What follows belongs to an exercise in optimizing a design on an open flow for small area; a production flow would make more cautious choices. Function was checked by simulation only, so behaviour that the tests miss may differ from the original.

$ cat design/flow/config.mk
export PLATFORM = sky130hd
export DESIGN_NAME = MatchingGame
export DESIGN_NICKNAME = MatchingGame
export VERILOG_FILES = /design/flow/design.v
export SDC_FILE = /design/flow/constraint.sdc
export NUM_CORES = 4
export LEC_CHECK = 0
export CAP_MARGIN = 20
export CORE_MARGIN = 2
export CORE_UTILIZATION = 85
export CTS_BUF_LIST = sky130_fd_sc_hd__clkbuf_8
export CTS_CLUSTER_DIAMETER = 100
export CTS_CLUSTER_SIZE = 12
export SLEW_MARGIN = 20
$ cat design/flow/constraint.sdc
create_clock -name core_clock -period 50.0 [get_ports {clk}]
set_input_delay 10.0000 -clock core_clock [delete_from_list [all_inputs] [get_ports {clk}]]
set_output_delay 10.0000 -clock core_clock [all_outputs]
set_load 0.01 [all_outputs]
$ cat design/flow/design.v
`timescale 1ns / 1ps
module RNG(
    input clk,
    input seedReset,
    input reset,
    input randSig,
    input tmode,
    input [18:0] timerNext,
    output reg [31:0] seed,
    output [18:0] timer,
    output [2:0] color       
    );
function [1:0] add3;
	input [1:0] a;
	input [1:0] b;
	reg [2:0] t;
	begin
		t = a + b;
		add3 = (t >= 3'd6) ? t - 3'd6 : (t >= 3'd3) ? t - 3'd3 : t[1:0];
	end
endfunction
reg [1:0] sig;
always @ (posedge clk)
	if (seedReset) begin
		seed <= 32'd1;
		sig <= 2'd1;
	end
	else begin
		seed <= seed + 32'd1;
		sig <= (sig == 2'd2) ? 2'd0 : sig + 2'd1;
	end
reg [31:0] r;
reg [1:0] rho;               
reg pend;
reg isSeeded;
function [32:0] add32;
	input [31:0] a;
	input [31:0] b;
	input ci;
	reg c;
	integer j;
	begin
		c = ci;
		for (j = 0; j < 32; j = j + 1) begin
			add32[j] = a[j] ^ b[j] ^ c;
			c = (a[j] & b[j]) | (c & (a[j] ^ b[j]));
		end
		add32[32] = c;
	end
endfunction
function [32:0] times7;
	input [31:0] x;
	input p;
	reg c;
	reg a;
	reg b;
	integer j;
	begin
		c = 1'b1;
		for (j = 0; j < 32; j = j + 1) begin
			a = (j >= 3) ? x[j-3] : p;
			b = ~x[j];
			times7[j] = a ^ b ^ c;
			c = (a & b) | (c & (a ^ b));
		end
		times7[32] = c;
	end
endfunction
wire [32:0] m3r  = add32({r[30:0], pend}, r, pend);
wire [32:0] m49  = add32({m3r[27:0], {4{pend}}}, r, pend);
wire [32:0] m343 = times7(m49[31:0], pend);
wire bOnes = &m343[30:1];
wire k = bOnes & (m343[0] | m343[31]);
wire [31:0] nxt = k ? 32'd0 : {1'b0, m343[30:0]};
wire nxtPend = k ? (m343[31] & m343[0]) : m343[31];
wire [1:0] hx = add3(m3r[31:30], m3r[29:28]);    
wire [1:0] neg49 = add3(add3(hx, {1'b0, r[31]}), {1'b0, m3r[32]} + {1'b0, m49[32]});
wire [1:0] rho49 = add3(rho, (neg49 == 2'd0) ? 2'd0 : 2'd3 - neg49);
wire [1:0] hh = add3({1'b0, m49[31]}, m49[30:29]);        
wire [1:0] neg343 = add3(add3(hh, {1'b0, m343[32]}), {1'b0, m343[31]} + {1'b0, k});
wire [1:0] rhoNxt = add3(add3(rho49, 2'd1), (neg343 == 2'd0) ? 2'd0 : 2'd3 - neg343);
always @ (posedge clk)
	if (randSig) begin
		r <= tmode ? {m49[31:19], timerNext} : m49[31:0];
		rho <= rho49;
	end
	else if (!isSeeded) begin
		r <= tmode ? {seed[31:19], timerNext} : seed;
		rho <= sig;
		pend <= 1'b0;
	end
	else begin
		r <= tmode ? {nxt[31:19], timerNext} : nxt;
		rho <= rhoNxt;
		pend <= nxtPend;
	end
assign timer = r[18:0];
always @ (posedge clk)
	if (reset)
		isSeeded <= 1'b0;
	else if (!randSig)
		isSeeded <= 1'b1;
wire par = r[0] ^ pend;
assign color = par ? ((rho == 2'd1) ? 3'd2 : (rho == 2'd0) ? 3'd4 : 3'd6)
                    : ((rho == 2'd0) ? 3'd1 : (rho == 2'd2) ? 3'd3 : 3'd5);
endmodule
`timescale 1ns / 1ps
module MapGen(
    input clk,
	input reset,
	input [2:0] color,
	input [15:0] clr,
	output reg randSig,
	output reg finishedGen,
    output reg [47:0] logicMap
    );
reg [2:0] colorVal;
reg [1:0] c1, c2, c3, c6;
reg [2:0] c4, c5;
reg nz;
always @ (*)
	case (colorVal)
		3'd1: nz = |c1;
		3'd2: nz = |c2;
		3'd3: nz = |c3;
		3'd4: nz = |c4;
		3'd5: nz = |c5;
		3'd6: nz = |c6;
		default: nz = 1'b0;
	endcase
wire allzero = ~|{c1, c2, c3, c4, c5, c6};
wire place = randSig & nz;
always @ (posedge clk) begin
	if (reset) begin
		randSig <= 1'b0;
		finishedGen <= 1'b0;
		colorVal <= 3'd0;
		c1 <= 2'd2; c2 <= 2'd2; c3 <= 2'd2; c6 <= 2'd2;
		c4 <= 3'd4; c5 <= 3'd4;
	end
	else begin
		randSig <= !randSig;
		if (randSig) begin
			colorVal <= color;
			if (nz) begin
				case (colorVal)
					3'd1: c1 <= c1 - 2'd1;
					3'd2: c2 <= c2 - 2'd1;
					3'd3: c3 <= c3 - 2'd1;
					3'd4: c4 <= c4 - 3'd1;
					3'd5: c5 <= c5 - 3'd1;
					3'd6: c6 <= c6 - 2'd1;
					default: ;
				endcase
			end
			else if (allzero)
				finishedGen <= 1'b1;
		end
	end
end
genvar k;
generate
	for (k = 0; k < 16; k = k + 1) begin : card
		wire keep = ~(place | clr[k]);
		always @ (posedge clk)
			logicMap[3*k +: 3] <= ({3{place}} & ((k == 15) ? colorVal : logicMap[3*k+3 +: 3]))
			                    | ({3{keep}} & logicMap[3*k +: 3]);
	end
endgenerate
endmodule
`timescale 1ns / 1ps
module FSM(
    input clk,
	input reset,
	input [7:0] tick,
    input btnU,
    input btnD,
    input btnL,
    input btnR,
    input btnS,
	input finishedGen,
	input [2:0] rd,             
	input [18:0] timer,         
	output tmode,               
	output [18:0] timerNext,
	output reg mapReset,
	output clrEn,               
	output reg [2:0] state,
    output reg [3:0] cursor,
	output reg [3:0] sel0,
	output reg [3:0] sel1,
	output reg s1,
	output reg [3:0] pairs      
    );
localparam [18:0] REVEAL_T = 19'h5337d;
localparam [18:0] FINISH_T = 19'h1f7e3;
reg clk_en;
reg [2:0] step_L, step_R, step_U, step_D, step_S;
always @ (posedge clk)
	clk_en <= ~reset & (tick == 8'd2);
always @ (posedge clk) begin
	if (reset) begin
		step_L <= 3'b000;
		step_R <= 3'b000;
		step_U <= 3'b000;
		step_D <= 3'b000;
		step_S <= 3'b000;
	end
	else if (clk_en) begin
		step_L <= {btnL, step_L[2:1]};
		step_R <= {btnR, step_R[2:1]};
		step_U <= {btnU, step_U[2:1]};
		step_D <= {btnD, step_D[2:1]};
		step_S <= {btnS, step_S[2:1]};
	end
end
wire bs = (tick == 8'd5);
wire buttonL = ~step_L[0] & step_L[1] & bs;
wire buttonR = ~step_R[0] & step_R[1] & bs;
wire buttonU = ~step_U[0] & step_U[1] & bs;
wire buttonD = ~step_D[0] & step_D[1] & bs;
wire buttonS = ~step_S[0] & step_S[1] & bs;
assign tmode = ~reset & (state != 3'd0);
wire [18:0] timer_n = {timer[17:0], ~(timer[18] ^ timer[17])};
wire t3 = (timer == REVEAL_T);
wire t5 = (timer == FINISH_T);
reg [2:0] col1;
reg mt;
assign timerNext = (((state == 3'd3) & ~t3) | ((state == 3'd5) & ~t5)) ? timer_n : 19'd0;
wire invalid = (rd == 3'd0) | ((cursor == sel0) & s1);
always @ (posedge clk) begin
	if (reset) begin
		state <= 3'd0;
		pairs <= 4'd0;
		s1 <= 1'b0;
		cursor <= 4'd0;
		mapReset <= 1'b0;
	end
	else begin
		mapReset <= (state == 3'd5) & ~t5;
		case (state)
			3'd0: if (finishedGen) begin
				pairs <= 4'd0;
				state <= 3'd1;
			end
			3'd1: begin
				if (buttonU)
					cursor <= cursor - 4'd4;
				else if (buttonD)
					cursor <= cursor + 4'd4;
				else if (buttonL)
					cursor <= {cursor[3:2], cursor[1:0] - 2'd1};
				else if (buttonR)
					cursor <= {cursor[3:2], cursor[1:0] + 2'd1};
				if (buttonS)
					state <= 3'd2;
			end
			3'd2: begin
				if (!invalid)
					s1 <= ~s1;
				state <= (!invalid && s1) ? 3'd3 : 3'd1;
			end
			3'd3: if (t3) state <= 3'd4;
			3'd4: begin
				if (mt)
					pairs <= pairs + 4'd1;
				state <= (mt && pairs == 4'd7) ? 3'd5 : 3'd1;
			end
			3'd5: if (t5) state <= 3'd0;
			default: ;
		endcase
	end
end
always @ (posedge clk)
	if (!reset && state == 3'd2 && !invalid) begin
		if (!s1) begin
			sel0 <= cursor;
			col1 <= rd;
		end
		else begin
			sel1 <= cursor;
			mt <= (rd == col1);
		end
	end
reg clr2;
always @ (posedge clk)
	clr2 <= ~reset & (state == 3'd4) & mt;
assign clrEn = ((state == 3'd4) & mt) | clr2;
endmodule
`timescale 1ns / 1ps
module vga(
	input wire clk,
	input wire reset,
	input wire [1:0] phase,
	input wire [3:0] cursor,
	input wire [3:0] sel0,
	input wire [3:0] sel1,
	input wire cnt1,
	input wire cnt2,
	input wire gate,           
	input wire [2:0] rd,
	output wire [3:0] idx,
    output reg [7:0] rgb,
    output wire hsync,
    output wire vsync
    );
	wire en   = (phase == 2'd2);
	wire samp = (phase == 2'd3);
	reg [3:0] qx, qy;
	reg [5:0] rx, ry;
	always @ (posedge clk) begin
		if (reset) begin
			qx <= 4'd0;
			rx <= 6'd40;
			qy <= 4'd2;
			ry <= 6'd0;
		end
		else if (en) begin
			if (qx == 4'd14) begin
				qx <= 4'd0;
				rx <= 6'd40;
				if (qy == 4'd10 && ry == 6'd45) begin
					qy <= 4'd2;
					ry <= 6'd0;
				end
				else if (ry == 6'd59) begin
					ry <= 6'd0;
					qy <= qy + 4'd1;
				end
				else
					ry <= ry + 6'd1;
			end
			else if (rx == 6'd59) begin
				rx <= 6'd0;
				qx <= qx + 4'd1;
			end
			else
				rx <= rx + 6'd1;
		end
	end
	assign hsync = ~((qx == 4'd11 && rx >= 6'd36) || qx == 4'd12 || (qx == 4'd13 && rx < 6'd12));
	assign vsync = ~(qy == 4'd10 && (ry == 6'd10 || ry == 6'd11));
	assign idx = {qy[1:0], qx[1:0]};
	reg [2:0] vid;
	always @ (posedge clk)
		if (samp)
			vid <= gate ? 3'd0 : rd;
	wire inb   = (qx[3:2] == 2'b01) && (qy[3:2] == 2'b01);
	wire edgeb = (qx == 4'd4 && rx < 6'd2) || (qx == 4'd7 && rx >= 6'd58) ||
	             (qy == 4'd4 && ry == 6'd0) || (qy == 4'd7 && ry == 6'd59);
	wire curs  = (qx[1:0] == cursor[1:0]) && (qy[1:0] == cursor[3:2]) &&
	             rx >= 6'd20 && rx < 6'd40 && ry >= 6'd20 && ry < 6'd40;
	wire card1 = (qx[1:0] == sel0[1:0]) && (qy[1:0] == sel0[3:2]);
	wire card2 = (qx[1:0] == sel1[1:0]) && (qy[1:0] == sel1[3:2]);
	wire showc = (cnt1 & card1) | (cnt2 & (card1 | card2));
	reg [3:0] code;
	always @ (posedge clk)
		if (reset)
			code <= 4'd0;
		else if (en) begin
			if (!inb)
				code <= 4'd0;
			else if (edgeb || curs)
				code <= 4'b1001;
			else if (showc)
				code <= {1'b0, vid};
			else if (vid == 3'd0)
				code <= 4'd0;
			else
				code <= 4'b1000;
		end
	always @ (*)
		if (code[3])
			rgb = code[0] ? 8'b11111111 : 8'b10100100;
		else
			case (code[2:0])
				3'b000: rgb = 8'b00000000;
				3'b001: rgb = 8'b11110000;
				3'b010: rgb = 8'b00111111;
				3'b011: rgb = 8'b11000111;
				3'b100: rgb = 8'b00111000;
				3'b101: rgb = 8'b00000111;
				3'b110: rgb = 8'b11000000;
				default: rgb = 8'b00011111;
			endcase
endmodule
`timescale 1ns / 1ps
module SevenSeg(
    input clk,
	input reset,
	input [17:0] tick,
	input [3:0] pairs,
    output reg [7:0] C,   
    output reg [3:0] AN   
    );
wire upd = (tick[15:0] == 16'd2);
wire [1:0] d = tick[17:16] - 2'd1;
wire goal = (pairs == 4'd8);
reg started, gl;
reg [1:0] dl;
reg [2:0] vcode, ccode;
always @ (posedge clk) begin
	if (reset) begin
		started <= 1'b0;
		vcode <= 3'd0;
	end
	else if (upd) begin
		started <= 1'b1;
		if (!goal && !d[1])
			vcode <= d[0] ? ((pairs >= 4'd5) ? 3'd5 : 3'd0)
			              : ((pairs >= 4'd5) ? pairs[2:0] - 3'd5 : pairs[2:0]);
	end
end
always @ (posedge clk)
	if (!reset && upd) begin
		gl <= goal;
		dl <= d;
		if (!goal && !d[1])
			ccode <= vcode;
	end
wire [1:0] an_d = gl ? dl + 2'd1 : dl;
always @ (*) begin
	if (!started) begin
		AN = 4'b1111;
		C = 8'b11111111;
	end
	else begin
		case (an_d)
			2'd0: AN = 4'b0111;
			2'd1: AN = 4'b1011;
			2'd2: AN = 4'b1101;
			default: AN = 4'b1110;
		endcase
		if (gl)
			case (dl)
				2'd0: C = 8'b11000000;
				2'd1: C = 8'b10001000;
				2'd2: C = 8'b11000111;
				default: C = 8'b11000010;
			endcase
		else if (dl[1])
			C = 8'b11111111;
		else
			case (ccode)
				3'd0: C = 8'b11000000;
				3'd1: C = 8'b10100100;
				3'd2: C = 8'b10011001;
				3'd3: C = 8'b10000010;
				3'd4: C = 8'b10000000;
				default: C = 8'b11111001;
			endcase
	end
end
endmodule
`timescale 1ns / 1ps
module MatchingGame(
    input clk,
    input rst,
    input btnU,
    input btnD,
    input btnL,
    input btnR,
    input btnS,
	output [7:0] rgb,
	output hsync,
	output vsync,
	output [7:0] C,   
    output [3:0] AN   
    );
reg [1:0] arst_ff;
wire reset = arst_ff[0];
always @ (posedge clk)
	if (rst)
		arst_ff <= 2'b11;
	else
		arst_ff <= {1'b0, arst_ff[1]};
wire mapReset;
wire resetSum = mapReset | rst;
wire [31:0] seed;
wire [2:0] color;
wire randSig;
wire finishedGen;
wire [47:0] map;
wire [15:0] clr;
wire [2:0] state;
wire [3:0] cursor, sel0, sel1;
wire s1;
wire [3:0] pairs;
wire [3:0] vgaIdx;
reg [3:0] idx;
always @ (*)
	case (seed[1:0])
		2'd0: idx = sel0;
		2'd1: idx = sel1;
		2'd2: idx = cursor;
		default: idx = vgaIdx;
	endcase
wire [15:0] dec = 16'd1 << idx;
wire clrEn;
assign clr = clrEn ? dec : 16'd0;
reg [2:0] rd;
integer k;
always @ (*) begin
	rd = 3'd0;
	for (k = 0; k < 16; k = k + 1)
		rd = rd | ({3{dec[k]}} & map[3*k +: 3]);
end
reg gate_d;
always @ (posedge clk)
	gate_d <= (state == 3'd0);
wire tmode;
wire [18:0] timer, timerNext;
RNG rng(.clk(clk), .seedReset(rst), .reset(resetSum), .randSig(randSig), .tmode(tmode), .timerNext(timerNext),
	.seed(seed), .timer(timer), .color(color));
MapGen mapgen(.clk(clk), .reset(resetSum), .color(color), .clr(clr), .randSig(randSig),
	.finishedGen(finishedGen), .logicMap(map));
FSM fsm(.clk(clk), .reset(reset), .tick(seed[7:0]), .btnU(btnU), .btnD(btnD), .btnL(btnL), .btnR(btnR), .btnS(btnS),
	.finishedGen(finishedGen), .rd(rd), .timer(timer), .tmode(tmode), .timerNext(timerNext), .mapReset(mapReset), .clrEn(clrEn), .state(state), .cursor(cursor),
	.sel0(sel0), .sel1(sel1), .s1(s1), .pairs(pairs));
vga VGA(.clk(clk), .reset(reset), .phase(seed[1:0]), .cursor(cursor), .sel0(sel0), .sel1(sel1),
	.cnt1(s1), .cnt2(state == 3'd3 || state == 3'd4), .gate(gate_d), .rd(rd), .idx(vgaIdx),
	.rgb(rgb), .hsync(hsync), .vsync(vsync));
SevenSeg sevenseg(.clk(clk), .reset(reset), .tick(seed[17:0]), .pairs(pairs), .C(C), .AN(AN));
endmodule
$ cat design/flow/flow/run.sh
#!/bin/bash
# The standard layout, with two changes to how it is made:
#  - the port buffers are the smallest buffer cell;
#  - after floorplanning, every logic cell that synthesis gave a stronger drive
#    than it needs is put back to the smallest cell of its kind (the design has
#    lots of slack); placement's own repair then resizes whatever still needs it.
set -euo pipefail
export BUFFER_PORTS_ARGS="-buffer_cell sky130_fd_sc_hd__buf_1"
bash standard.sh floorplan > standard_floorplan.log 2>&1
openroad -no_init -exit flow/downsize.tcl > downsize.log 2>&1
bash standard.sh > standard.log 2>&1
$ cat design/flow/flow/downsize.tcl
# Swap each logic cell for the smallest cell of the same kind (same function and
# pins, drive strength _0/_1/_2), in the floorplan database, before placement.
set odb_file orfs/results/sky130hd/MatchingGame/base/2_floorplan.odb
read_db $odb_file
set db [ord::get_db]
set block [ord::get_db_block]
set n 0
set saved 0
foreach inst [$block getInsts] {
  set m [$inst getMaster]
  set name [$m getName]
  if {![regexp {^(sky130_fd_sc_hd__[a-z0-9]+)_([0-9]+)$} $name -> base drive]} { continue }
  if {[regexp {clk|dly|tap|fill|decap|conb|df|dl|sdf|probe|lpflow|diode} $base]} { continue }
  set bestM $m
  set bestA [expr {[$m getWidth] * [$m getHeight]}]
  set a0 $bestA
  foreach d {0 1 2} {
    set c [$db findMaster ${base}_$d]
    if {$c eq "NULL" || $c eq ""} { continue }
    set a [expr {[$c getWidth] * [$c getHeight]}]
    if {$a < $bestA} {
      set bestM $c
      set bestA $a
    }
  }
  if {$bestM ne $m} {
    $inst swapMaster $bestM
    incr n
    set saved [expr {$saved + $a0 - $bestA}]
  }
}
puts "downsized $n instances, [expr {$saved / 1e6}] um2"
write_db $odb_file
$ cat design/flow/standard.sh
#!/bin/bash
# synth_recipe.tcl (not shown) runs the flow's synth.tcl, then flattens the netlist and writes it again
# the make line also repeats each setting of config.mk as NAME=value (left out here)
make -C /OpenROAD-flow-scripts/flow DESIGN_CONFIG=/design/flow/config.mk WORK_HOME=/design/flow/orfs CLKGATE_MAP_FILE= SYNTH_SCRIPT=/design/flow/synth_recipe.tcl "${@:-finish}"
==> flow_summary.yaml, run 1 <==
sta:
  max_freq_ghz: 0.04371
  grt_setup_unrepaired: "no"
  clock_skew_ns: 0.02603
  slew_violations: 0
  finalCritPeriodShare_pct: 45.76
  report.final.setup_viol: 0
  tightest_slew_ns: 1.182
  fin_tns_setup_ns: 0
  hold_viol: 0
  layout_setup_ws_ns: 27.12
  timing.slew.headroom_pct: 20.45
  fin_crit_ns: 22.88
  hold_slack_ns: 0.4131
cts:
  tritoncts_num_sinks: 219
  cts.clk_slew.worst_paths_ns: 0.09
  clock_tree_from_tritoncts: "yes"
  cts.hold.buffers_added: 0
  clock_latency_late_sink_ns: 0.54
  post-cts-setup-buffers: 0
  cts_max_level: 1
  cts_repair_resize_count: 0
  cts.path.max_buffers: 3
  tritoncts.num_buffers: 22
  cts_root_buf: "sky130_fd_sc_hd__clkbuf_8"
logic_synthesis:
  netlist_instances: 1522
  synth_seq_cells: 219
  post_synth_fa_ha_maj_area_fraction_pct: 21.29
  yosysTopAreaCell: "sky130_fd_sc_hd__dfxtp_1"
  syn_area_per_cell_sq_um: 9.180
  yosysUniqueCellTypes: 77
  post-synth-top-area-fraction_pct: 28.23
  synth-warning-count: 6
  synth_top_family_by_area: "adder cells"
  synth_sequential_area_ratio_pct: 32.95
  syn-num-nets: 1705
  post_synth_xor_area_fraction_pct: 4.889
  synth_top_flop_cell: "sky130_fd_sc_hd__dfxtp_1"
  synth-edff-count: 22
  synth_area_sq_um: 13970
  synthMuxAreaShare_pct: 2.883
  ys_async_sr_fraction_pct: 0
  ranking_of_synthesized_cells_by_area: "sky130_fd_sc_hd__dfxtp_1 (28%), sky130_fd_sc_hd__fa_1 (15%), sky130_fd_sc_hd__ha_1 (6.5%)"
  synth-compound-area-share_pct: 15.55
  synthSimpleGateAreaFrac_pct: 15.36
critical_path:
  cpMaxStageDelayCell: "sky130_fd_sc_hd__fa_1"
  crit_family: "adder cells"
  required_ns: 50.41
  cpMostUsedCell: "sky130_fd_sc_hd__fa_1"
  worst-r2r-setup-slack_ns: 27.12
  critical_path_peak_fanout: 7
  path_class: "register to register"
  worst-endpoint-arrival_ns: 23.29
  path_buf_inv: 13
  rr_startpoint: "rng.r[0]$_DFF_P_"
  biggest_cell_delay_along_the_critical_path_ns: 0.65
  start_kind: "register"
  r2r-end: "rng.rho[0]$_DFF_P_"
  critPathCaptureType: "register"
  rr_worst_depth: 77
placement:
  place.port_buffers: 27
  dp_hpwl_mm: 24.40
  pre_cts_slack_ns: 27.35
  gp_congestion: 0.9590
routing:
  post_drt_wl_per_cell_um: 20.12
  drt_first_pass_iters: 10
  drc_errors: 0
  route.final.wire_length_mm: 34.89
  initialDrtViolationCount: 1636
  detail_route.vias_per_cell: 6.838
  ant_nets: 0
  route.vias.total: 11860
global_routing:
  overflow: 0
  grt_pass1_vias: 11780
  grt_antenna_before_repair: 0
  largest_net_degree_at_the_start_of_global_routing: 54
  grt_pass1_wl_mm: 57.68
  globalRouteTotalUtil_pct: 40.12
run_status:
  status: "timing/DRC/antenna clean"
floorplanning:
  floorplan.die.width_um: 132.2
  floorplan.core_area_sq_um: 16000
  top_level_ports: 29
  initial_core_util_pct: 87.32
  placement_rows: 46
  die_height_um: 132.2
  die_ar_sq_um: 17480
min_path:
  worstHoldStart: "arst_ff[1]$_DFF_P_"
  worst_hold_path.num_cells: 1
  worstHoldPathType: "register to register"
  hold_path_end: "arst_ff[0]$_SDFF_PP1_"
layout:
  area.sequential_sq_um: 4606
  finalNetCount: 1691
  multi_input_area_sq_um: 8366
  fillerInstances: 707
  area.growth.synth_to_final_pct: 3.430
  diode_count: 0
  drive_above_1_share_pct: 3.360
  utilization_pct: 90.32
flow_run:
  max-cap-violations: 0
[cells by family (layout without fill, tap and decap cells)]
family,count (synthesis),after routing
simple gates,449,449
compound gates,308,308
buf+inv,252,248
flops,219,219
fa+ha+maj,176,176
xor+xnor,78,78
mux,39,39
other cells,1,1
[cell usage after synthesis (all sizes together), types with 4 or more instances]
library cell and number:
a21oi 59, dfxtp 197, a311oi 4, xnor2 39, nor2b 18, and3 21, a31oi 10, fa 103
nor4 11, a22o 51, o41ai 4, a211oi 19, a21o 6, mux2 7, buf 17, inv 175
ha 73, nand4 26, or2 7, o211ai 8, a22oi 8, a222oi 23, xor2 39, clkbuf 59
mux2i 32, edfxtp 22, and2 7, o21ai 51, a211o 4, or3 11, nand2b 10, o31ai 6
nor3 23, nand2 89, o22ai 30, nand3 42, nor2 164
[layer usage]
layer / share of wire [%] / vias up / track usage, % / routed length, um
met3: 9.9 / 211 / 7.651 / 3464
met5: 0 / - / 0 / 0
met4: 5.2 / 0 / 18.46 / 1807
met1: 38 / 5549 / 51.87 / 13190
met2: 47 / 877 / 66.03 / 16430
li1: - / 5220 / - / -
[state kept, by name (all words and copies together), names as in the netlist, 4 cells and up]
signal           count
fsm.sel1             4
VGA.ry               6
VGA.qy               4
fsm.pairs            4
fsm.cursor           4
fsm.sel0             4
VGA.code             4
mapgen.logicMap     48
rng.r               32
VGA.rx               6
rng.seed            32
VGA.qx               4
[layout by cell type (no fill, tap or decap), types with 32 or more instances in the layout]
| cell | instances |
|---|---|
| sky130_fd_sc_hd__dfxtp_1 | 196 |
| sky130_fd_sc_hd__nand2_1 | 89 |
| sky130_fd_sc_hd__a22o_1 | 51 |
| sky130_fd_sc_hd__fa_1 | 103 |
| sky130_fd_sc_hd__a21oi_1 | 59 |
| sky130_fd_sc_hd__mux2i_1 | 32 |
| sky130_fd_sc_hd__xor2_1 | 39 |
| sky130_fd_sc_hd__xnor2_1 | 39 |
| sky130_fd_sc_hd__nor2_1 | 163 |
| sky130_fd_sc_hd__o21ai_0 | 50 |
| sky130_fd_sc_hd__ha_1 | 73 |
| sky130_fd_sc_hd__inv_1 | 185 |
| sky130_fd_sc_hd__nand3_1 | 42 |
[metrics by stage]
stage               area [sq um]  std cells
floorplan                  13970       1522
global placement           14090       1700
detailed placement         14090       1700
CTS                        14450       1734
global route               14450       1734
finish                     14450       1734
[worst max-delay path by stage]
| stage | startpoint | end | slack, ns | depth (start not counted) |
|---|---|---|---|---|
| 2_1_floorplan | rng.r[0]$_DFF_P_ | rng.rho[0]$_DFF_P_ | 28.76 | 76 |
| 3_3_place_gp | rng.r[0]$_DFF_P_ | rng.rho[0]$_DFF_P_ | 28.28 | 76 |
| 3_5_place_dp | rng.r[0]$_DFF_P_ | rng.rho[0]$_DFF_P_ | 27.35 | 77 |
| 4_1_cts | rng.r[0]$_DFF_P_ | rng.rho[0]$_DFF_P_ | 27.21 | 77 |
| 5_1_grt | rng.r[0]$_DFF_P_ | rng.rho[0]$_DFF_P_ | 26.10 | 76 |
| 6_report | rng.r[0]$_DFF_P_ | rng.rho[0]$_DFF_P_ | 27.12 | 77 |
[cell type report]
| cell class | count | area share (%) |
|---|---|---|
| multi-input combinational | 1051 | 57.89 |
| sequential | 219 | 31.87 |
| inverter | 176 | 4.571 |
| clock buffer | 23 | 2.190 |
| tap | 216 | 1.870 |
| timing repair buffer | 38 | 1.273 |
| clock inverter | 11 | 0.3377 |
==> inputs of run 2 (changes only) <==
--- a/design/flow/design.v
+++ b/design/flow/design.v
@@ -49,4 +49,19 @@
 	end
 endfunction
+function [28:0] add28;
+	input [27:0] a;
+	input [27:0] b;
+	input ci;
+	reg c;
+	integer j;
+	begin
+		c = ci;
+		for (j = 0; j < 28; j = j + 1) begin
+			add28[j] = a[j] ^ b[j] ^ c;
+			c = (a[j] & b[j]) | (c & (a[j] ^ b[j]));
+		end
+		add28[28] = c;
+	end
+endfunction
 function [32:0] times7;
 	input [31:0] x;
@@ -67,5 +82,5 @@
 	end
 endfunction
-wire [32:0] m3r  = add32({r[30:0], pend}, r, pend);
+wire [28:0] m3r  = add28({r[26:0], pend}, r[27:0], pend);
 wire [32:0] m49  = add32({m3r[27:0], {4{pend}}}, r, pend);
 wire [32:0] m343 = times7(m49[31:0], pend);
@@ -74,6 +89,5 @@
 wire [31:0] nxt = k ? 32'd0 : {1'b0, m343[30:0]};
 wire nxtPend = k ? (m343[31] & m343[0]) : m343[31];
-wire [1:0] hx = add3(m3r[31:30], m3r[29:28]);    
-wire [1:0] neg49 = add3(add3(hx, {1'b0, r[31]}), {1'b0, m3r[32]} + {1'b0, m49[32]});
+wire [1:0] neg49 = add3({1'b0, r[27]}, {1'b0, m3r[28]} + {1'b0, m49[32]});
 wire [1:0] rho49 = add3(rho, (neg49 == 2'd0) ? 2'd0 : 2'd3 - neg49);
 wire [1:0] hh = add3({1'b0, m49[31]}, m49[30:29]);        
--- a/design/flow/config.mk
+++ b/design/flow/config.mk
@@ -8,5 +8,5 @@
 export CAP_MARGIN = 20
 export CORE_MARGIN = 2
-export CORE_UTILIZATION = 85
+export CORE_UTILIZATION = 70
 export CTS_BUF_LIST = sky130_fd_sc_hd__clkbuf_8
 export CTS_CLUSTER_DIAMETER = 100
==> flow_summary.yaml, run 2 <==
run_status:
  status: "timing/DRC/antenna clean"
logic_synthesis:
  yosysTopAreaCell: "sky130_fd_sc_hd__dfxtp_1"
  synth_top_flop_cell: "sky130_fd_sc_hd__dfxtp_1"
  synthSimpleGateAreaFrac_pct: 17.13
  synthMuxAreaShare_pct: 2.487
  netlist_instances: 1510
  post_synth_fa_ha_maj_area_fraction_pct: 19.64
  synth_area_sq_um: 13780
  synth_common_cells: "sky130_fd_sc_hd__dfxtp_1 (197), sky130_fd_sc_hd__nor2_1 (160), sky130_fd_sc_hd__inv_1 (156)"
  ranking_of_synthesized_cells_by_area: "sky130_fd_sc_hd__dfxtp_1 (29%), sky130_fd_sc_hd__fa_1 (14%), sky130_fd_sc_hd__ha_1 (6.0%)"
  synth_sequential_area_ratio_pct: 33.40
  synth_seq_cells: 219
  synth-edff-count: 22
  post_synth_xor_area_fraction_pct: 4.765
  post-synth-top-area-fraction_pct: 28.61
  yosysUniqueCellTypes: 79
  syn_area_per_cell_sq_um: 9.129
  synth-warning-count: 6
  ys_async_sr_fraction_pct: 0
  synth_top_family_by_area: "adder cells"
  syn-num-nets: 1677
  yosys.cell_count.top_type: "sky130_fd_sc_hd__dfxtp_1"
  synth-compound-area-share_pct: 15.62
cts:
  cts_max_level: 1
  clock_tree_from_tritoncts: "yes"
  cts_root_buf: "sky130_fd_sc_hd__clkbuf_8"
  cts.path.max_buffers: 3
  tritoncts.num_buffers: 22
  post-cts-setup-buffers: 0
  cts.clk_slew.worst_paths_ns: 0.09
  cts_repair_resize_count: 0
  clock_latency_late_sink_ns: 0.55
  cts.hold.buffers_added: 0
  tritoncts_num_sinks: 219
layout:
  largest_register: "mapgen.logicMap"
  largest_reg_flops: 48
  utilization_pct: 73.56
  finalNetCount: 1659
  largest_registers: "mapgen.logicMap x48, rng.r x32, rng.seed x32"
  fillerInstances: 1524
  area.growth.synth_to_final_pct: 3.522
  diode_count: 0
  layout_commonest_cell: "sky130_fd_sc_hd__dfxtp_1"
  layout.cells.most_common_list: "sky130_fd_sc_hd__dfxtp_1 (195), sky130_fd_sc_hd__inv_1 (164), sky130_fd_sc_hd__nor2_1 (158)"
  drive_above_1_share_pct: 3.467
critical_path:
  cpMostUsedCell: "sky130_fd_sc_hd__fa_1"
  required_ns: 50.42
  biggest_cell_delay_along_the_critical_path_ns: 0.65
  cpMaxStageDelayCell: "sky130_fd_sc_hd__fa_1"
  start_kind: "register"
  worst-endpoint-arrival_ns: 20.07
  r2r-end: "rng.rho[1]$_DFF_P_"
  path_class: "register to register"
  critical_path_peak_fanout: 6
  rr_worst_depth: 67
  critPathCaptureType: "register"
  worst-r2r-setup-slack_ns: 30.35
  rr_startpoint: "rng.r[0]$_DFF_P_"
routing:
  route.final.wire_length_mm: 29.21
  ant_nets: 0
  drc_errors: 0
  initialDrtViolationCount: 725
  route.vias.total: 10540
  drt_first_pass_iters: 9
  post_drt_wl_per_cell_um: 16.55
  detail_route.vias_per_cell: 5.971
sta:
  grt_setup_unrepaired: "no"
  hold_viol: 0
  slew_violations: 0
  max_freq_ghz: 0.05088
  finalCritPeriodShare_pct: 39.30
  tightest_slew_ns: 1.058
  report.final.setup_viol: 0
  fin_crit_ns: 19.65
  clock_skew_ns: 0.02524
  timing.slew.headroom_pct: 29.50
  fin_tns_setup_ns: 0
  layout_setup_ws_ns: 30.35
floorplanning:
  top_level_ports: 29
  initial_core_util_pct: 71.06
  die_ar_sq_um: 20830
  floorplan.die.width_um: 144.3
  placement_rows: 51
  floorplan.core_area_sq_um: 19400
  die_height_um: 144.3
global_routing:
  grt_antenna_before_repair: 0
  overflow: 0
  grt_pass1_vias: 9980
  grt_pass1_wl_mm: 48.47
  globalRouteTotalUtil_pct: 28.49
  largest_net_degree_at_the_start_of_global_routing: 70
placement:
  pre_cts_slack_ns: 30.40
  place.port_buffers: 27
  dp_hpwl_mm: 21.52
  gp_congestion: 0.8750
min_path:
  worstHoldStart: "arst_ff[1]$_DFF_P_"
  worst_hold_path.num_cells: 1
  hold_path_end: "arst_ff[0]$_SDFF_PP1_"
  worstHoldPathType: "register to register"
flow_run:
  max-cap-violations: 0
-- run 2: worst max-delay path by stage --
stage                     start            endpoint  slack, ns
2_1_floorplan  rng.r[0]$_DFF_P_  rng.rho[1]$_DFF_P_      31.54
4_1_cts        rng.r[0]$_DFF_P_  rng.rho[1]$_DFF_P_      30.35
6_report       rng.r[0]$_DFF_P_  rng.rho[1]$_DFF_P_      30.35
3_3_place_gp   rng.r[0]$_DFF_P_  rng.rho[1]$_DFF_P_      30.98
3_5_place_dp   rng.r[0]$_DFF_P_  rng.rho[1]$_DFF_P_      30.40
5_1_grt        rng.r[0]$_DFF_P_  rng.rho[1]$_DFF_P_      29.22
-- run 2: kinds of logic after synthesis --
family | after synthesis
AO/OA/AOI/OAI | 300
XOR/XNOR | 75
adder cells (fa/ha/maj) | 160
buffers and inverters | 238
flip-flops | 219
multiplexers | 34
other | 1
AND/OR/NAND/NOR | 483
-- run 2: area by class of cell --
cell class / instances / area [sq um] / area share (%)
multi-input combinational: 1053 / 8195 / 57.43
clock buffer: 23 / 316.6 / 2.218
timing repair buffer: 39 / 188.9 / 1.324
clock inverter: 9 / 41.29 / 0.2893
inverter: 157 / 589.3 / 4.130
tap: 265 / 331.6 / 2.324
sequential: 219 / 4607 / 32.28
-- run 2: worst max-delay path, delay by kind of cell (launching register included) --
family | cells | cell delay, ns
AOI/OAI and AO/OA | 11 | 1.43
xor gates and xnor gates | 1 | 0.32
adders and majority gates | 40 | 15.83
buffers and inverters | 8 | 0.79
DFF | 1 | 0.43
muxes | 1 | 0.08
and+or+nand+nor | 6 | 0.64
-- run 2: through the flow --
stage | hold slack (ns) | std cells | instance area (sq um)
2_1_floorplan | 0.3895 | 1510 | 13780
3_3_place_gp | 0.3903 | 1732 | 13910
3_5_place_dp | 0.3936 | 1732 | 13910
4_1_cts | 0.4128 | 1764 | 14260
5_1_grt | 0.4372 | 1765 | 14270
6_report | 0.4129 | 1765 | 14270
-- run 2: metal layers --
layer	up-vias	GRT usage, %	wire length, um
met2	287	47.79	14060
met1	5042	39.06	13070
met3	49	3.841	1430
met5	-	0	0
met4	0	7.869	656
li1	5161	-	-
==> inputs of run 3 (changes only) <==
--- a/design/flow/config.mk
+++ b/design/flow/config.mk
@@ -10,5 +10,5 @@
 export CORE_UTILIZATION = 70
 export CTS_BUF_LIST = sky130_fd_sc_hd__clkbuf_8
-export CTS_CLUSTER_DIAMETER = 100
-export CTS_CLUSTER_SIZE = 12
+export CTS_CLUSTER_DIAMETER = 110
+export CTS_CLUSTER_SIZE = 14
 export SLEW_MARGIN = 20
==> flow_summary.yaml, run 3 <==
run_status:
  status: "timing/DRC/antenna clean"
global_routing:
  grt_pass1_vias: 9943
  largest_net_degree_at_the_start_of_global_routing: 70
  globalRouteTotalUtil_pct: 28.32
  overflow: 0
  grt_antenna_before_repair: 0
  grt_pass1_wl_mm: 48.24
critical_path:
  critical_path_peak_fanout: 6
  biggest_cell_delay_along_the_critical_path_ns: 0.65
  critPathCaptureType: "register"
  worst-r2r-setup-slack_ns: 30.35
  required_ns: 50.40
  cpMaxStageDelayCell: "sky130_fd_sc_hd__fa_1"
  path_class: "register to register"
  worst-endpoint-arrival_ns: 20.05
  cpMostUsedCell: "sky130_fd_sc_hd__fa_1"
  path_buf_inv: 8
  crit_family: "adder cells"
  start_kind: "register"
sta:
  clock_skew_ns: 0.01442
  max_freq_ghz: 0.05089
  finalCritPeriodShare_pct: 39.30
  slew_violations: 0
  report.final.setup_viol: 0
  timing.slew.headroom_pct: 30.25
  hold_viol: 0
  fin_crit_ns: 19.65
  tightest_slew_ns: 1.046
  grt_setup_unrepaired: "no"
  fin_tns_setup_ns: 0
placement:
  dp_hpwl_mm: 21.52
  gp_congestion: 0.8750
  place.port_buffers: 27
logic_synthesis:
  post-synth-top-area-fraction_pct: 28.61
  synth_sequential_area_ratio_pct: 33.40
  ranking_of_synthesized_cells_by_area: "sky130_fd_sc_hd__dfxtp_1 (29%), sky130_fd_sc_hd__fa_1 (14%), sky130_fd_sc_hd__ha_1 (6.0%)"
  syn-num-nets: 1677
  yosysTopAreaCell: "sky130_fd_sc_hd__dfxtp_1"
  synth_common_cells: "sky130_fd_sc_hd__dfxtp_1 (197), sky130_fd_sc_hd__nor2_1 (160), sky130_fd_sc_hd__inv_1 (156)"
  synth-edff-count: 22
  yosys.cell_count.top_type: "sky130_fd_sc_hd__dfxtp_1"
  synth_area_sq_um: 13780
  yosysUniqueCellTypes: 79
  synth_seq_cells: 219
  syn_area_per_cell_sq_um: 9.129
  synth_top_flop_cell: "sky130_fd_sc_hd__dfxtp_1"
  ys_async_sr_fraction_pct: 0
  netlist_instances: 1510
  synth-warning-count: 6
cts:
  clock_latency_late_sink_ns: 0.53
  cts.clk_slew.worst_paths_ns: 0.10
  cts_repair_resize_count: 0
  tritoncts_num_sinks: 219
  cts.path.max_buffers: 3
  cts.hold.buffers_added: 0
  post-cts-setup-buffers: 0
  clock_tree_from_tritoncts: "yes"
  cts_root_buf: "sky130_fd_sc_hd__clkbuf_8"
  cts_max_level: 1
  tritoncts.num_buffers: 19
floorplanning:
  floorplan.die.width_um: 144.3
  die_height_um: 144.3
  top_level_ports: 29
  floorplan.core_area_sq_um: 19400
  initial_core_util_pct: 71.06
  placement_rows: 51
  die_ar_sq_um: 20830
layout:
  layout_commonest_cell: "sky130_fd_sc_hd__dfxtp_1"
  largest_reg_flops: 48
  finalNetCount: 1656
  layout.cells.most_common_list: "sky130_fd_sc_hd__dfxtp_1 (195), sky130_fd_sc_hd__inv_1 (165), sky130_fd_sc_hd__nor2_1 (158)"
  fillerInstances: 1542
  drive_above_1_share_pct: 3.271
  area.growth.synth_to_final_pct: 3.177
  largest_register: "mapgen.logicMap"
  diode_count: 0
  area.sequential_sq_um: 4607
  multi_input_area_sq_um: 8195
  largest_registers: "mapgen.logicMap x48, rng.r x32, rng.seed x32"
routing:
  ant_nets: 0
  route.final.wire_length_mm: 29.12
  route.vias.total: 10510
  detail_route.vias_per_cell: 5.963
  post_drt_wl_per_cell_um: 16.52
  initialDrtViolationCount: 667
  drc_errors: 0
  drt_first_pass_iters: 6
min_path:
  worstHoldPathType: "register to register"
flow_run:
  max-cap-violations: 0
==> run 3: cell types whose count changed in the layout (fill, tap and decap cells not counted), sizes merged <==
cell      previous run  this run
clkbuf              24        20
clkinvlp             0         2
==> run 3: layer usage <==
metal / track usage, % / share of wire [%]
met3: 3.576 / 4.4
met1: 39.21 / 46
met4: 7.103 / 2.0
met5: 0 / 0
met2: 47.59 / 48
==> run 3: final cells by class <==
cell class | instances | area share, %
Tap cell | 265 | 2.331
Inverter | 157 | 4.144
Clock buffer | 19 | 1.839
Sequential cell | 219 | 32.39
Multi-Input combinational cell | 1053 | 57.62
Timing Repair Buffer | 39 | 1.328
Clock inverter | 11 | 0.3431
==> run 3: cells by family after synthesis <==
family                   share of synthesized area, %
multiplexers                                    2.487
other                                         0.02720
flip-flops                                      33.40
buffers and inverters                           6.926
AO/OA/AOI/OAI                                   15.62
XOR/XNOR                                        4.765
adder cells (fa/ha/maj)                         19.64
AND/OR/NAND/NOR                                 17.13
==> run 3: path summary, 6_finish.rpt <==
| path | end | start | depth (start not counted) |
|---|---|---|---|
| worst max-delay path | rng.rho[1]$_DFF_P_ | rng.r[0]$_DFF_P_ | 67 |
| worst min-delay path | arst_ff[0]$_SDFF_PP1_ | arst_ff[1]$_DFF_P_ | 1 |
| worst max register to register | rng.rho[1]$_DFF_P_ | rng.r[0]$_DFF_P_ | 67 |
| worst min register to register | arst_ff[0]$_SDFF_PP1_ | arst_ff[1]$_DFF_P_ | 1 |
==> run 3: worst register-to-register path, delay by kind of cell (launching register included) <==
| family | cells | cell delay [ns] |
|---|---|---|
| compound gates | 11 | 1.41 |
| flops | 1 | 0.44 |
| fa+ha+maj | 40 | 15.82 |
| simple gates | 6 | 0.64 |
| mux | 1 | 0.08 |
| buf+inv | 8 | 0.78 |
| xor+xnor | 1 | 0.32 |
==> run 3: per-stage QoR <==
step                      std cells  hold slack, ns  area [sq um]  setup slack (ns)  utilization, %
after floorplan                1510          0.3895         13780             31.54               -
after global placement         1732          0.3903         13910             30.98           71.69
after detailed placement       1732          0.3936         13910             30.40           71.69
after CTS                      1762          0.4149         14220             30.34           73.29
after global routing           1763          0.4372         14220             29.22           73.32
final                          1763          0.4147         14220             30.35           73.32
==> inputs of run 4 (changes only) <==
--- a/design/flow/config.mk
+++ b/design/flow/config.mk
@@ -12,3 +12,4 @@
 export CTS_CLUSTER_DIAMETER = 110
 export CTS_CLUSTER_SIZE = 14
+export GPL_TIMING_DRIVEN = 0
 export SLEW_MARGIN = 20
==> flow_summary.yaml, run 4 <==
sta:
  grt_setup_unrepaired: "no"
  report.final.setup_viol: 0
  timing.slew.headroom_pct: 26.65
  max_freq_ghz: 0.05065
  clock_skew_ns: 0.02646
  slew_violations: 0
  layout_setup_ws_ns: 30.26
  finalCritPeriodShare_pct: 39.49
  hold_slack_ns: 0.4171
  fin_crit_ns: 19.74
  fin_tns_setup_ns: 0
  hold_viol: 0
  tightest_slew_ns: 1.090
logic_synthesis:
  yosysTopAreaCell: "sky130_fd_sc_hd__dfxtp_1"
  post_synth_fa_ha_maj_area_fraction_pct: 19.64
  synth_sequential_area_ratio_pct: 33.40
  synth_seq_cells: 219
  syn-num-nets: 1677
  post-synth-top-area-fraction_pct: 28.61
  synth_top_family_by_area: "adder cells"
  synth-compound-area-share_pct: 15.62
  yosys.cell_count.top_type: "sky130_fd_sc_hd__dfxtp_1"
  yosysUniqueCellTypes: 79
  synth_common_cells: "sky130_fd_sc_hd__dfxtp_1 (197), sky130_fd_sc_hd__nor2_1 (160), sky130_fd_sc_hd__inv_1 (156)"
  ranking_of_synthesized_cells_by_area: "sky130_fd_sc_hd__dfxtp_1 (29%), sky130_fd_sc_hd__fa_1 (14%), sky130_fd_sc_hd__ha_1 (6.0%)"
  synth_area_sq_um: 13780
  synth-edff-count: 22
  synth_top_flop_cell: "sky130_fd_sc_hd__dfxtp_1"
  ys_async_sr_fraction_pct: 0
  synth-warning-count: 6
  syn_area_per_cell_sq_um: 9.129
  netlist_instances: 1510
  synthMuxAreaShare_pct: 2.487
  synthSimpleGateAreaFrac_pct: 17.13
  post_synth_xor_area_fraction_pct: 4.765
min_path:
  hold_path_end: "arst_ff[0]$_SDFF_PP1_"
  worstHoldStart: "arst_ff[1]$_DFF_P_"
  worst_hold_path.num_cells: 1
  worstHoldPathType: "register to register"
layout:
  fin_cells: 1831
  utilization_pct: 74.35
  area.growth.synth_to_final_pct: 4.629
  final_area_sq_um: 14420
  diode_count: 0
  largest_registers: "mapgen.logicMap x48, rng.r x32, rng.seed x32"
  drive_above_1_share_pct: 2.107
  fillerInstances: 1527
  layout.cells.most_common_list: "sky130_fd_sc_hd__dfxtp_1 (197), sky130_fd_sc_hd__inv_1 (164), sky130_fd_sc_hd__nor2_1 (160)"
  finalNetCount: 1725
  largest_reg_flops: 48
  layout_commonest_cell: "sky130_fd_sc_hd__dfxtp_1"
  largest_register: "mapgen.logicMap"
placement:
  place_area_sq_um: 14120
  pre_cts_slack_ns: 30.26
  placed_cells: 1802
  place.port_buffers: 27
  dp_hpwl_mm: 23.44
  gp_congestion: 0.9416
critical_path:
  cpMostUsedCell: "sky130_fd_sc_hd__fa_1"
  r2r-end: "rng.rho[1]$_DFF_P_"
  biggest_cell_delay_along_the_critical_path_ns: 0.50
  worst-endpoint-arrival_ns: 20.17
  required_ns: 50.43
  start_kind: "register"
  rr_startpoint: "rng.r[0]$_DFF_P_"
  critPathCaptureType: "register"
  path_class: "register to register"
  critical_path_peak_fanout: 6
  rr_worst_depth: 67
  cpMaxStageDelayCell: "sky130_fd_sc_hd__fa_1"
  crit_family: "adder cells"
  worst-r2r-setup-slack_ns: 30.26
  path_buf_inv: 8
cts:
  clock_latency_late_sink_ns: 0.55
  cts.clk_slew.worst_paths_ns: 0.10
  cts_max_level: 1
  cts_repair_resize_count: 0
  clock_tree_from_tritoncts: "yes"
  cts.hold.buffers_added: 0
  cts_root_buf: "sky130_fd_sc_hd__clkbuf_8"
  cts.path.max_buffers: 3
  post-cts-setup-buffers: 0
  tritoncts_num_sinks: 219
  tritoncts.num_buffers: 19
flow_run:
  max-cap-violations: 0
floorplanning:
  die_ar_sq_um: 20830
  die_height_um: 144.3
  floorplan.die.width_um: 144.3
  top_level_ports: 29
  initial_core_util_pct: 71.06
  placement_rows: 51
  floorplan.core_area_sq_um: 19400
routing:
  drt_first_pass_iters: 7
  route.vias.total: 10970
  initialDrtViolationCount: 835
  ant_nets: 0
  detail_route.vias_per_cell: 5.989
  drc_errors: 0
  route.final.wire_length_mm: 30.86
  post_drt_wl_per_cell_um: 16.86
global_routing:
  grt_pass1_vias: 10230
  grt_antenna_before_repair: 0
  globalRouteTotalUtil_pct: 29.74
  largest_net_degree_at_the_start_of_global_routing: 16
  grt_pass1_wl_mm: 49.60
  overflow: 0
run_status:
  status: "timing/DRC/antenna clean"
==> run 4: cell counts after synthesis <==
No cell type changed its count.
==> run 4: area by class of cell <==
cell class | count | area, sq um | area share, %
Buffer | 81 | 304.0 | 2.108
Clock buffer | 19 | 261.5 | 1.813
Timing Repair Buffer | 27 | 101.3 | 0.7027
Clock inverter | 10 | 45.04 | 0.3123
Sequential cell | 219 | 4604 | 31.93
Tap cell | 265 | 331.6 | 2.299
Inverter | 157 | 589.3 | 4.086
Multi-Input combinational cell | 1053 | 8185 | 56.75
==> run 4: metal layers <==
| layer | GRT usage [%] | wire length, um |
|---|---|---|
| met1 | 40.19 | 13540 |
| met2 | 50.96 | 15080 |
| met3 | 2.881 | 1314 |
| met4 | 9.198 | 927 |
| met5 | 0 | 0 |
==> run 4: how the worst max path moves through the flow <==
stage | startpoint | to | slack (ns) | depth (start not counted)
CTS | rng.r[0]$_DFF_P_ | rng.rho[1]$_DFF_P_ | 30.24 | 66
global route | rng.r[0]$_DFF_P_ | rng.rho[1]$_DFF_P_ | 29.17 | 68
finish | rng.r[0]$_DFF_P_ | rng.rho[1]$_DFF_P_ | 30.26 | 67
detailed placement | rng.r[0]$_DFF_P_ | rng.rho[1]$_DFF_P_ | 30.26 | 66
global placement | rng.r[0]$_DFF_P_ | rng.rho[1]$_DFF_P_ | 30.58 | 55
floorplan | rng.r[0]$_DFF_P_ | rng.rho[1]$_DFF_P_ | 31.54 | 65
==> run 4: logic make-up (layout without fill, tap and decap cells) <==
kind of cell	count (synthesis)	in the layout
multiplexers	34	34
buffers and inverters	238	294
flip-flops	219	219
XOR/XNOR	75	75
adder cells (fa/ha/maj)	160	160
AND/OR/NAND/NOR	483	483
other	1	1
AO/OA/AOI/OAI	300	300
==> run 4: worst register-to-register path, delay by kind of cell, from the launching register on <==
kind / cells / cell delay [ns]
compound gates: 10 / 1.46
mux: 1 / 0.08
buf+inv: 8 / 0.83
xor+xnor: 1 / 0.34
simple gates: 5 / 0.59
flops: 1 / 0.48
fa+ha+maj: 42 / 15.84
==> inputs of run 5 (changes only) <==
--- a/design/flow/config.mk
+++ b/design/flow/config.mk
@@ -11,5 +11,4 @@
 export CTS_BUF_LIST = sky130_fd_sc_hd__clkbuf_8
 export CTS_CLUSTER_DIAMETER = 110
-export CTS_CLUSTER_SIZE = 14
-export GPL_TIMING_DRIVEN = 0
+export CTS_CLUSTER_SIZE = 16
 export SLEW_MARGIN = 20
==> flow_summary.yaml, run 5 <==
critical_path:
  cpMaxStageDelayCell: "sky130_fd_sc_hd__fa_1"
  biggest_cell_delay_along_the_critical_path_ns: 0.51
  worst-endpoint-arrival_ns: 20.07
  cpMostUsedCell: "sky130_fd_sc_hd__fa_1"
  critPathCaptureType: "register"
  required_ns: 50.42
  start_kind: "register"
  path_class: "register to register"
  critical_path_peak_fanout: 6
global_routing:
  grt_pass1_wl_mm: 48.33
  overflow: 0
  globalRouteTotalUtil_pct: 28.40
  grt_pass1_vias: 9999
  largest_net_degree_at_the_start_of_global_routing: 70
  grt_antenna_before_repair: 0
layout:
  finalNetCount: 1654
  fillerInstances: 1546
  utilization_pct: 73.14
  drive_above_1_share_pct: 3.146
  layout.cells.most_common_list: "sky130_fd_sc_hd__dfxtp_1 (195), sky130_fd_sc_hd__inv_1 (163), sky130_fd_sc_hd__nor2_1 (158)"
  multi_input_area_sq_um: 8195
  diode_count: 0
  largest_registers: "mapgen.logicMap x48, rng.r x32, rng.seed x32"
  largest_register: "mapgen.logicMap"
  area.growth.synth_to_final_pct: 2.923
  fin_cells: 1759
  area.sequential_sq_um: 4607
  layout_commonest_cell: "sky130_fd_sc_hd__dfxtp_1"
  largest_reg_flops: 48
cts:
  post-cts-setup-buffers: 0
  cts_repair_resize_count: 0
  clock_tree_from_tritoncts: "yes"
  tritoncts.num_buffers: 17
  cts.clk_slew.worst_paths_ns: 0.11
  clock_latency_late_sink_ns: 0.54
  tritoncts_num_sinks: 219
  cts.path.max_buffers: 3
  cts_max_level: 1
  cts.hold.buffers_added: 0
  cts_root_buf: "sky130_fd_sc_hd__clkbuf_8"
min_path:
  worstHoldPathType: "register to register"
floorplanning:
  floorplan.core_area_sq_um: 19400
  initial_core_util_pct: 71.06
  placement_rows: 51
  top_level_ports: 29
  floorplan.die.width_um: 144.3
  die_ar_sq_um: 20830
  die_height_um: 144.3
sta:
  timing.slew.headroom_pct: 31.27
  slew_violations: 0
  hold_viol: 0
  fin_tns_setup_ns: 0
  max_freq_ghz: 0.05090
  fin_crit_ns: 19.65
  grt_setup_unrepaired: "no"
  clock_skew_ns: 0.03546
  tightest_slew_ns: 1.031
  report.final.setup_viol: 0
  finalCritPeriodShare_pct: 39.29
logic_synthesis:
  synth_sequential_area_ratio_pct: 33.40
  ranking_of_synthesized_cells_by_area: "sky130_fd_sc_hd__dfxtp_1 (29%), sky130_fd_sc_hd__fa_1 (14%), sky130_fd_sc_hd__ha_1 (6.0%)"
  synth_seq_cells: 219
  synth_area_sq_um: 13780
  ys_async_sr_fraction_pct: 0
  synth-warning-count: 6
  synth_common_cells: "sky130_fd_sc_hd__dfxtp_1 (197), sky130_fd_sc_hd__nor2_1 (160), sky130_fd_sc_hd__inv_1 (156)"
  synth-edff-count: 22
  yosysTopAreaCell: "sky130_fd_sc_hd__dfxtp_1"
  syn-num-nets: 1677
  syn_area_per_cell_sq_um: 9.129
  synth_top_flop_cell: "sky130_fd_sc_hd__dfxtp_1"
  yosys.cell_count.top_type: "sky130_fd_sc_hd__dfxtp_1"
  netlist_instances: 1510
  post-synth-top-area-fraction_pct: 28.61
  yosysUniqueCellTypes: 79
routing:
  drc_errors: 0
  detail_route.vias_per_cell: 6.016
  route.final.wire_length_mm: 29.08
  drt_first_pass_iters: 7
  post_drt_wl_per_cell_um: 16.53
  initialDrtViolationCount: 710
  route.vias.total: 10580
  ant_nets: 0
placement:
  placed_cells: 1732
  gp_congestion: 0.8750
  dp_hpwl_mm: 21.52
  place.port_buffers: 27
flow_run:
  max-cap-violations: 0
run_status:
  status: "timing/DRC/antenna clean"
run 5: cell type report:
cell class | instances | share of cell area, %
Clock inverter | 9 | 0.2910
Inverter | 157 | 4.154
Tap cell | 265 | 2.337
Timing Repair Buffer | 39 | 1.332
Multi-Input combinational cell | 1053 | 57.77
Sequential cell | 219 | 32.47
Clock buffer | 17 | 1.649
run 5: kinds of logic (layout without fill, tap and decap cells):
logic type | count (synthesis) | count (layout) | share of synthesized area [%]
other cells | 1 | 1 | 0.02720
fa+ha+maj | 160 | 160 | 19.64
xor+xnor | 75 | 75 | 4.765
flops | 219 | 219 | 33.40
buf+inv | 238 | 222 | 6.926
compound gates | 300 | 300 | 15.62
mux | 34 | 34 | 2.487
simple gates | 483 | 483 | 17.13
run 5: final timing paths:
check | from | end | slack (ns) | cells past startpoint
min | arst_ff[1]$_DFF_P_ | arst_ff[0]$_SDFF_PP1_ | 0.41 | 1
max reg2reg | rng.r[0]$_DFF_P_ | rng.rho[1]$_DFF_P_ | 30.35 | 68
min reg2reg | arst_ff[1]$_DFF_P_ | arst_ff[0]$_SDFF_PP1_ | 0.41 | 1
max | rng.r[0]$_DFF_P_ | rng.rho[1]$_DFF_P_ | 30.35 | 68
run 5: worst max-delay path: cells and delay by family, from the launching register on:
kind	cells	cell delay, ns
simple gates	7	0.74
compound gates	10	1.50
buf+inv	7	0.65
mux	1	0.15
xor+xnor	1	0.32
flops	1	0.44
fa+ha+maj	42	15.76
run 5: through the flow:
| stage | setup slack (ns) | hold slack [ns] | instance area, sq um |
|---|---|---|---|
| global route | 29.24 | 0.4380 | 14190 |
| finish | 30.35 | 0.4117 | 14190 |
| detailed placement | 30.40 | 0.3936 | 13910 |
| global placement | 30.98 | 0.3903 | 13910 |
| floorplan | 31.54 | 0.3895 | 13780 |
| CTS | 30.38 | 0.4150 | 14180 |
run 5: metal layers:
metal  global-route usage, %  share of wire [%]  vias up
met3                   3.212                4.4       52
met1                   39.21                 46     5096
met4                   8.278                2.2        0
met5                       0                  0        -
met2                   47.59                 48      279
li1                        -                  -     5155
==> inputs of run 6 (changes only) <==
--- a/design/flow/config.mk
+++ b/design/flow/config.mk
@@ -9,6 +9,6 @@
 export CORE_MARGIN = 2
 export CORE_UTILIZATION = 70
-export CTS_BUF_LIST = sky130_fd_sc_hd__clkbuf_8
-export CTS_CLUSTER_DIAMETER = 110
-export CTS_CLUSTER_SIZE = 16
+export CTS_BUF_LIST = sky130_fd_sc_hd__clkbuf_16
+export CTS_CLUSTER_DIAMETER = 130
+export CTS_CLUSTER_SIZE = 28
 export SLEW_MARGIN = 20
==> flow_summary.yaml, run 6 <==
placement:
  gp_congestion: 0.8750
  place.port_buffers: 27
  dp_hpwl_mm: 21.52
  place_area_sq_um: 13910
  pre_cts_slack_ns: 30.40
sta:
  grt_setup_unrepaired: "no"
  fin_tns_setup_ns: 0
  hold_viol: 0
  tightest_slew_ns: 1.015
  clock_skew_ns: 0.01226
  report.final.setup_viol: 0
  max_freq_ghz: 0.05096
  fin_crit_ns: 19.62
  finalCritPeriodShare_pct: 39.25
  slew_violations: 0
  timing.slew.headroom_pct: 32.31
  layout_setup_ws_ns: 30.38
routing:
  route.vias.total: 10460
  detail_route.vias_per_cell: 5.982
  post_drt_wl_per_cell_um: 16.54
  initialDrtViolationCount: 755
  drt_first_pass_iters: 8
  drc_errors: 0
  ant_nets: 0
  route.final.wire_length_mm: 28.93
critical_path:
  biggest_cell_delay_along_the_critical_path_ns: 0.64
  critPathCaptureType: "register"
  rr_startpoint: "rng.r[0]$_DFF_P_"
  cpMostUsedCell: "sky130_fd_sc_hd__fa_1"
  critical_path_peak_fanout: 6
  start_kind: "register"
  worst-r2r-setup-slack_ns: 30.38
  worst-endpoint-arrival_ns: 19.98
  required_ns: 50.36
  cpMaxStageDelayCell: "sky130_fd_sc_hd__fa_1"
  critPathLaunch: "rng.r[0]$_DFF_P_"
  path_class: "register to register"
logic_synthesis:
  synth_top_flop_cell: "sky130_fd_sc_hd__dfxtp_1"
  synth_area_sq_um: 13780
  yosysUniqueCellTypes: 79
  netlist_instances: 1510
  synth_seq_cells: 219
  synth-warning-count: 6
  post-synth-top-area-fraction_pct: 28.61
  synth_common_cells: "sky130_fd_sc_hd__dfxtp_1 (197), sky130_fd_sc_hd__nor2_1 (160), sky130_fd_sc_hd__inv_1 (156)"
  yosysTopAreaCell: "sky130_fd_sc_hd__dfxtp_1"
  yosys.cell_count.top_type: "sky130_fd_sc_hd__dfxtp_1"
  synth-edff-count: 22
  ys_async_sr_fraction_pct: 0
  syn_area_per_cell_sq_um: 9.129
  syn-num-nets: 1677
  synth_sequential_area_ratio_pct: 33.40
  ranking_of_synthesized_cells_by_area: "sky130_fd_sc_hd__dfxtp_1 (29%), sky130_fd_sc_hd__fa_1 (14%), sky130_fd_sc_hd__ha_1 (6.0%)"
layout:
  layout_commonest_cell: "sky130_fd_sc_hd__dfxtp_1"
  largest_registers: "mapgen.logicMap x48, rng.r x32, rng.seed x32"
  utilization_pct: 73.25
  finalNetCount: 1648
  final_area_sq_um: 14210
  drive_above_1_share_pct: 2.695
  area.growth.synth_to_final_pct: 3.086
  largest_register: "mapgen.logicMap"
  layout.cells.most_common_list: "sky130_fd_sc_hd__dfxtp_1 (195), sky130_fd_sc_hd__inv_1 (160), sky130_fd_sc_hd__nor2_1 (158)"
  diode_count: 0
  largest_reg_flops: 48
floorplanning:
  initial_core_util_pct: 71.06
  top_level_ports: 29
  die_ar_sq_um: 20830
  floorplan.core_area_sq_um: 19400
  die_height_um: 144.3
  placement_rows: 51
  floorplan.die.width_um: 144.3
min_path:
  worstHoldStart: "arst_ff[1]$_DFF_P_"
  worstHoldPathType: "register to register"
cts:
  cts_max_level: 1
  clock_latency_late_sink_ns: 0.47
  cts.path.max_buffers: 3
  cts_repair_resize_count: 0
  cts.clk_slew.worst_paths_ns: 0.11
  post-cts-setup-buffers: 0
  cts_root_buf: "sky130_fd_sc_hd__clkbuf_16"
  clock_tree_from_tritoncts: "yes"
  tritoncts_num_sinks: 219
  tritoncts.num_buffers: 11
  cts.hold.buffers_added: 0
global_routing:
  grt_pass1_wl_mm: 48.29
  grt_pass1_vias: 9928
  globalRouteTotalUtil_pct: 28.42
  largest_net_degree_at_the_start_of_global_routing: 70
  overflow: 0
  grt_antenna_before_repair: 0
flow_run:
  max-cap-violations: 0
run_status:
  status: "timing/DRC/antenna clean"
[run 6: per-stage QoR]
step	hold WS, ns	std cells
2_1_floorplan	0.3895	1510
3_3_place_gp	0.3903	1732
3_5_place_dp	0.3936	1732
4_1_cts	0.4190	1748
5_1_grt	0.4426	1749
6_report	0.4181	1749
[run 6: final timing paths]
kind	to	cells past startpoint
worst max-delay path	rng.rho[1]$_DFF_P_	67
worst min-delay path	arst_ff[0]$_SDFF_PP1_	1
worst max register to register	rng.rho[1]$_DFF_P_	67
worst min register to register	arst_ff[0]$_SDFF_PP1_	1
[run 6: metal layers]
| metal | share of wire [%] | GRT usage [%] | routed length [um] | up-vias |
|---|---|---|---|---|
| met3 | 4.3 | 3.344 | 1253 | 44 |
| li1 | - | - | - | 5141 |
| met4 | 2.2 | 7.052 | 629 | 0 |
| met1 | 45 | 39.21 | 13160 | 5001 |
| met2 | 48 | 48.17 | 13890 | 276 |
| met5 | 0 | 0 | 0 | - |
[run 6: cell type report]
cell class                 instances  area, sq um
clock buffer                      11        275.3
clock inverter                     5        22.52
fill                            1538         5189
inverter                         157        589.3
multi-input combinational       1053         8195
sequential                       219         4607
tap                              265        331.6
timing repair buffer              39        188.9
[run 6: cell families after synthesis]
logic type | count (synthesis) | share of synthesized area (%)
adders and majority gates | 160 | 19.64
buffers and inverters | 238 | 6.926
xor gates and xnor gates | 75 | 4.765
and+or+nand+nor | 483 | 17.13
DFF | 219 | 33.40
other | 1 | 0.02720
AOI/OAI and AO/OA | 300 | 15.62
muxes | 34 | 2.487
[run 6: worst max-delay path: cells and delay by family, from the launching register on]
family / cells / cell delay [ns]
XOR/XNOR: 1 / 0.32
flip-flops: 1 / 0.45
adder cells (fa/ha/maj): 40 / 15.82
buffers and inverters: 8 / 0.79
multiplexers: 1 / 0.08
AND/OR/NAND/NOR: 6 / 0.64
AO/OA/AOI/OAI: 11 / 1.42

==> static timing again, ports no longer ideal <==
In the flow no input, the clock included, has a driving cell. The finished layouts below were timed again as built, in two steps. Step 1 (the two cells are an assumption about what drives the block):
set clk [get_ports {clk}]
set_driving_cell -lib_cell sky130_fd_sc_hd__clkbuf_16 $clk
set_driving_cell -lib_cell sky130_fd_sc_hd__buf_2 [delete_from_list [all_inputs] $clk]
Step 2 also shifts input and output timing later by t, the mid clock arrival at the registers, as if the neighbouring blocks saw the same clock. a / b / c = no drivers / after step 1 / after step 2; a / b = the first two.
run	t (ns)	setup WS [ns]	worst hold slack (ns)	worst register clock-pin slew, ns	worst data-port slew with drivers (ns)
run 1	0.566	27.122 / 27.122 / 27.122	0.413 / 0.413 / 0.413	0.09 / 0.09	0.03
run 2	0.585	30.348 / 30.348 / 30.348	0.413 / 0.413 / 0.413	0.10 / 0.10	0.05
run 3	0.567	30.350 / 30.350 / 30.350	0.415 / 0.415 / 0.415	0.10 / 0.10	0.05
run 4	0.575	30.256 / 30.256 / 30.256	0.417 / 0.417 / 0.417	0.10 / 0.10	0.05
run 5	0.573	30.353 / 30.353 / 30.353	0.412 / 0.412 / 0.412	0.11 / 0.11	0.05
run 6	0.516	30.376 / 30.376 / 30.376	0.418 / 0.418 / 0.418	0.11 / 0.11	0.05
After both steps every run listed still meets setup and hold.
